Background: an optimization exercise with open tools, aiming at small area, a short achievable clock period and few clock cycles. Do not read the settings as production practice. Function was checked by simulation only, so behaviour that the tests miss may differ from the original. No activity file was given, so power comes from the tool's default toggle rates.

## flow/design.v (module list and top-level ports; edited modules follow where they fit)
// module adder: 1900 lines
module adder(
    input wire [380:0] A,
    input wire [380:0] B,
    input wire clk,
    input wire reset,
    input wire start,
    output wire [380:0] S,
    output wire carry,
    output wire done
);
  // ...
==> flow/run.sh <==
#!/bin/bash
# synth_recipe.tcl (not shown) runs the flow's synth.tcl, then flattens the netlist and writes it again
# the make line also repeats each setting of config.mk as NAME=value (left out here)
make -C /OpenROAD-flow-scripts/flow DESIGN_CONFIG=/design/flow/config.mk WORK_HOME=/design/flow/orfs CLKGATE_MAP_FILE= SYNTH_SCRIPT=/design/flow/synth_recipe.tcl finish
==> flow/config.mk <==
export PLATFORM = sky130hd
export DESIGN_NAME = adder
export DESIGN_NICKNAME = adder
export VERILOG_FILES = /design/flow/design.v
export SDC_FILE = /design/flow/constraint.sdc
export NUM_CORES = 4
export LEC_CHECK = 0
export ABC_AREA = 1
export CAP_MARGIN = 20
export CORE_AREA = 10 10 410 410
export DIE_AREA = 0 0 420 420
export SLEW_MARGIN = 20
==> flow/constraint.sdc <==
create_clock -name core_clock -period 5.0 [get_ports {clk}]
set_input_delay 1.0000 -clock core_clock [delete_from_list [all_inputs] [get_ports {clk}]]
set_output_delay 1.0000 -clock core_clock [all_outputs]
set_load 0.01 [all_outputs]
==> results.json, run 1 <==
{
  "use_met2": 0.3238,
  "firstDrtPassIters": 6,
  "dominant_cells": "multi-input combinational cells",
  "avgSynthCellArea_um2": 10.83,
  "clock_buffer_count": 66,
  "fin_cells": 6230,
  "nNonClkInverters": 437,
  "p_per_area_nw_per_um2": 302.9,
  "wl_met3_um": 15600,
  "synthAdderAreaFrac": 0.2980,
  "drc": 0,
  "drtIter0Drc": 1904,
  "power_leader": "combinational cells",
  "drive_above_1_share": 0.09845,
  "clock_path_buffers": 3,
  "grt_pass1_vias": 26568,
  "busiest_layer": "met2",
  "post_cts_resize_count": 0,
  "fin_nets": 5412,
  "portBuffers": 1147,
  "num-multi-input-gates": 1834,
  "cts_hold_buf": 0,
  "cp-startpoint": "B[75]",
  "wire_per_inst_um": 28.81,
  "worst_setup_path_start_kind": "input port",
  "die_w_um": 420,
  "yosysMostFrequentCell": "nand2_1",
  "swShare": 0.3351,
  "multi_input_comb_area_um2": 15620,
  "ir_worst_vdd_mv": 0.2224,
  "die_h_um": 420,
  "root_buffer": "clkbuf_16",
  "cts_buffers": 57,
  "final-setup-viol-count": 0,
  "cp.required_ns": 5.41,
  "globalRouteOverflowTotal": 0,
  "setup_ws_ns": 0.3463,
  "io_pins": 1148,
  "yosysTopAreaCell": "edfxtp_1",
  "synthesis.nets": 3989,
  "dr_total_vias": 25842,
  "place_inst": 6090,
  "synth_seq_cells": 383,
  "status": "finished clean"
}
Testbench counts, summed over its fixed seeds: cycles 200.
==> run 2, diff against run 1 <==
==> flow/flow/run.sh (new file) <==
#!/bin/bash
# Own flow: the standard layout (standard synthesis included), with every
# input and output port buffered by a plain buf_1 instead of the delay buffer
# buffer_ports picks by default. make's full output goes to flow_make.log.
set -euo pipefail
bash standard.sh "BUFFER_PORTS_ARGS=-buffer_cell sky130_fd_sc_hd__buf_1" finish > flow_make.log 2>&1
==> flow/standard.sh (new file) <==
#!/bin/bash
# synth_recipe.tcl (not shown) runs the flow's synth.tcl, then flattens the netlist and writes it again
# the make line also repeats each setting of config.mk as NAME=value (left out here)
make -C /OpenROAD-flow-scripts/flow DESIGN_CONFIG=/design/flow/config.mk WORK_HOME=/design/flow/orfs CLKGATE_MAP_FILE= SYNTH_SCRIPT=/design/flow/synth_recipe.tcl "${@:-finish}"
removed: flow/run.sh
==> results.json, run 2 <==
{
  "final-setup-viol-count": 0,
  "syn_inst": 2654,
  "die_h_um": 420,
  "fmax_mhz": 229.6,
  "crit_slowest_cell": "fa_1",
  "yosys-top-cells-area": "edfxtp_1 40%, ha_1 16%, fa_1 13%, nand2_1 6.0%, inv_1 5.6%",
  "clkPwrFrac": 0.337,
  "cts_sinks": 383,
  "ir_worst_vdd_mv": 0.2469,
  "regMostFlops": "sum_q",
  "synth-xor-area-share": 0.05758,
  "dr_total_vias": 25743,
  "clk_pin_slew_worst_paths_ns": 0.06,
  "yosysWarningCount": 1,
  "area_growth_syn_to_layout_pct": 34.03,
  "async_flop_share": 0,
  "clock_path_buffers": 3,
  "root_buffer": "clkbuf_16",
  "status": "finished clean",
  "drive_above_1_share": 0.07481,
  "synthAdderAreaFrac": 0.2980,
  "post_cts_resize_count": 0,
  "fin_skew_ns": 0,
  "power_leakage_uw": 0.01648,
  "rsz0062_at_grt": "no",
  "fin_nets": 5298,
  "wire_per_inst_um": 29.26,
  "fin_crit_sh": 0.8710,
  "place_hpwl_um": 161200,
  "synth.cell_area_um2": 28750,
  "synth_flop_cell": "edfxtp_1",
  "fillers": 17321,
  "regArea_um2": 11490,
  "yosysMostFrequentCell": "nand2_1",
  "hold_viol_final": 0,
  "cts_buffers": 57,
  "grt_max_degree": 76,
  "drc": 0,
  "antenna_found_initial": 76,
  "maxCapViolations": 0,
  "start_util": 0.1811,
  "reg_top3": "sum_q: 382 flops, done_q: 1 flops",
  "cp.required_ns": 5.39,
  "io_pins": 1148,
  "grt_pass1_vias": 26602,
  "grt_usage": 0.1920,
  "cts_hold_buf": 0,
  "cts.htree.levels": 2,
  "final_cell_mix": "1146 x buf_1, 456 x nand2_1, 428 x inv_1",
  "setup.worst_path.end_class": "flop",
  "avgSynthCellArea_um2": 10.83,
  "synth_compound_area_frac": 0.06998,
  "synth_top_family_by_area": "adder cells",
  "multi_input_comb_area_um2": 15620,
  "ys_top_cells_by_count": "456 x nand2_1, 428 x inv_1, 382 x edfxtp_1, 379 x ha_1, 191 x fa_1",
  "synth_seq_cells": 383,
  "crit_type": "in -> reg",
  "slew_headroom": 0.3774,
  "die-area_um2": 176400,
  "worst_setup_path_start_kind": "input port",
  "postRouteAntennaNets": 0,
  "die_w_um": 420,
  "finalSetupTns_ns": 0,
  "globalRouteOverflowTotal": 0,
  "vias_per_cell": 4.215,
  "yosysTopAreaCell": "edfxtp_1",
  "post_cts_buffers": 0,
  "crit_buf_inv": 4,
  "critical_path_arrival_ns": 4.74,
  "min_period_ns": 4.355,
  "cp_top_family": "simple AND/OR/NAND/NOR gates",
  "coreArea_um2": 158700,
  "place_inst": 5976,
  "hold_class": "reg -> reg",
  "comb_power_share": 0.309,
  "crit_chain": "buf_1 > ha_1 > nand2_1 > nor2_1 > nand2_1 > nor2_2 > and3b_2 > and2_4 > nand2_4 > nand2_4 > nand2_1 > nand3_1 > buf_12 > inv_1 > o21bai_1 > a31oi_1 > fa_1 > inv_1",
  "crit_path_max_fanout": 5,
  "ys_types": 50,
  "cts_tree": "done",
  "synth_top_area_frac": 0.3990,
  "drtIter0Drc": 1852,
  "fin_cells": 6108,
  "firstDrtPassIters": 5,
  "slew_violations": 0,
  "swShare": 0.3686,
  "synth-simple-area-share": 0.1177,
  "power_frac_seq": 0.354,
  "cpMostUsedCell": "nand2_1",
  "p_per_area_nw_per_um2": 339.2,
  "row_count": 146,
  "drt_wl_total_um": 178700,
  "final_common_cell": "buf_1",
  "power_switching_uw": 4818,
  "synthesis.nets": 3989,
  "synth-edff-count": 382,
  "synth.area.mux_share": 0,
  "intPower_uw": 8254,
  "grt_pass1_wl_um": 230300,
  "tightest_slew_ns": 0.9339,
  "largest_reg_flops": 382,
  "portBuffers": 1147,
  "place_congestion": 1.088,
  "yosysSeqAreaShare": 0.3997,
  "cpPeakStageDelay_ns": 0.72,
  "clk_latency_ns": 0.65
}
==> run 2: cell families (layout without fill, tap and decap cells) <==
logic type,after synthesis,after routing
AO/OA/AOI/OAI,325,325
XOR/XNOR,189,189
adder cells (fa/ha/maj),570,570
buffers and inverters,437,1793
flip-flops,383,383
other,0,26
AND/OR/NAND/NOR,750,750
==> run 2: worst paths after layout <==
path                  startpoint              endpoint  slack [ns]  cells past startpoint
max reg2reg  done_q$_SDFFE_PP0P_   done_q$_SDFFE_PP0P_        4.44                      2
min reg2reg  done_q$_SDFFE_PP0P_   done_q$_SDFFE_PP0P_        0.47                      2
min          done_q$_SDFFE_PP0P_   done_q$_SDFFE_PP0P_        0.47                      2
max                        B[95]  sum_q[170]$_DFFE_PP_        0.64                     18
==> run 2: per-layer routing <==
layer / track usage / part of all wire / vias to the layer above / wire length [um]
met5: 0 / 0.00070 / - / 125
met4: 0.06080 / 0.031 / 18 / 5562
met3: 0.05665 / 0.086 / 239 / 15350
met2: 0.3231 / 0.48 / 1131 / 85940
met1: 0.2343 / 0.40 / 12719 / 71760
li1: - / - / 11636 / -
==> run 2: power by group through the flow <==
stage               clock network (uW)  registers [uW]  logic [uW]
floorplan                            0            4760        1480
global placement                     0            4700        4090
detailed placement                   0            4700        4100
CTS                               4560            4640        4120
global route                      4660            4670        4440
finish                            4400            4630        4040
==> run 2: worst register-to-register path, cell delays in order, from the launching register on <==
cell,delay [ns]
dfxtp_1,0.31
nor2_1,0.10
nor2_1,0.05
==> run 2: area by class of cell <==
cell class	instances	share of cell area
antenna	26	0.001689
clock buffer	59	0.03721
clock inverter	47	0.01354
inverter	437	0.04257
multi-input combinational	1834	0.4053
sequential	383	0.2982
tap	2072	0.06728
timing repair buffer	1250	0.1342
==> run 2: per-stage QoR <==
stage | power (uW) | util | setup WS (ns) | area [um^2] | hold WS [ns]
after floorplan | 6238 | - | 1.073 | 28750 | 0.5028
after global placement | 8787 | 0.2300 | -0.2116 | 36510 | 0.4532
after detailed placement | 8796 | 0.2300 | -0.1551 | 36510 | 0.4672
after CTS | 13330 | 0.2423 | 0.5524 | 38470 | 0.4452
after global routing | 13770 | 0.2426 | 0.3932 | 38510 | 0.4771
final | 13070 | 0.2427 | 0.6449 | 38530 | 0.4740

static timing again, ports no longer ideal:
No port has a modelled driver above. Below, the same layouts with a new extraction and two added sets of constraints. Step 1: set_driving_cell puts a clkbuf_16 on clk and a buf_2 on each other input, an assumption about the parent block. Step 2, shift: input delay + t, output delay - t, t = (earliest + latest rising clock arrival at the registers) / 2. This alone moves slack from input paths to output paths. a / b / c = ideal ports / drivers / drivers and shift; a / b = the first two.
run | t (ns) | setup WS [ns] | worst setup path after step 2 | clock arrival spread, ns | cell pins on the clock port's net
run 1 | 0.710 | 0.346 / 0.382 / -0.328 | input to register | 0.038 / 0.038 | 1
run 2 | 0.722 | 0.645 / 0.663 / -0.059 | input to register | 0.024 / 0.024 | 1
Met with ideal ports but missed after step 2: setup timing in run 1 and run 2. The setup slack of run 2, which loses most, moves by +0.018 ns with the drivers and by -0.704 ns with both steps.
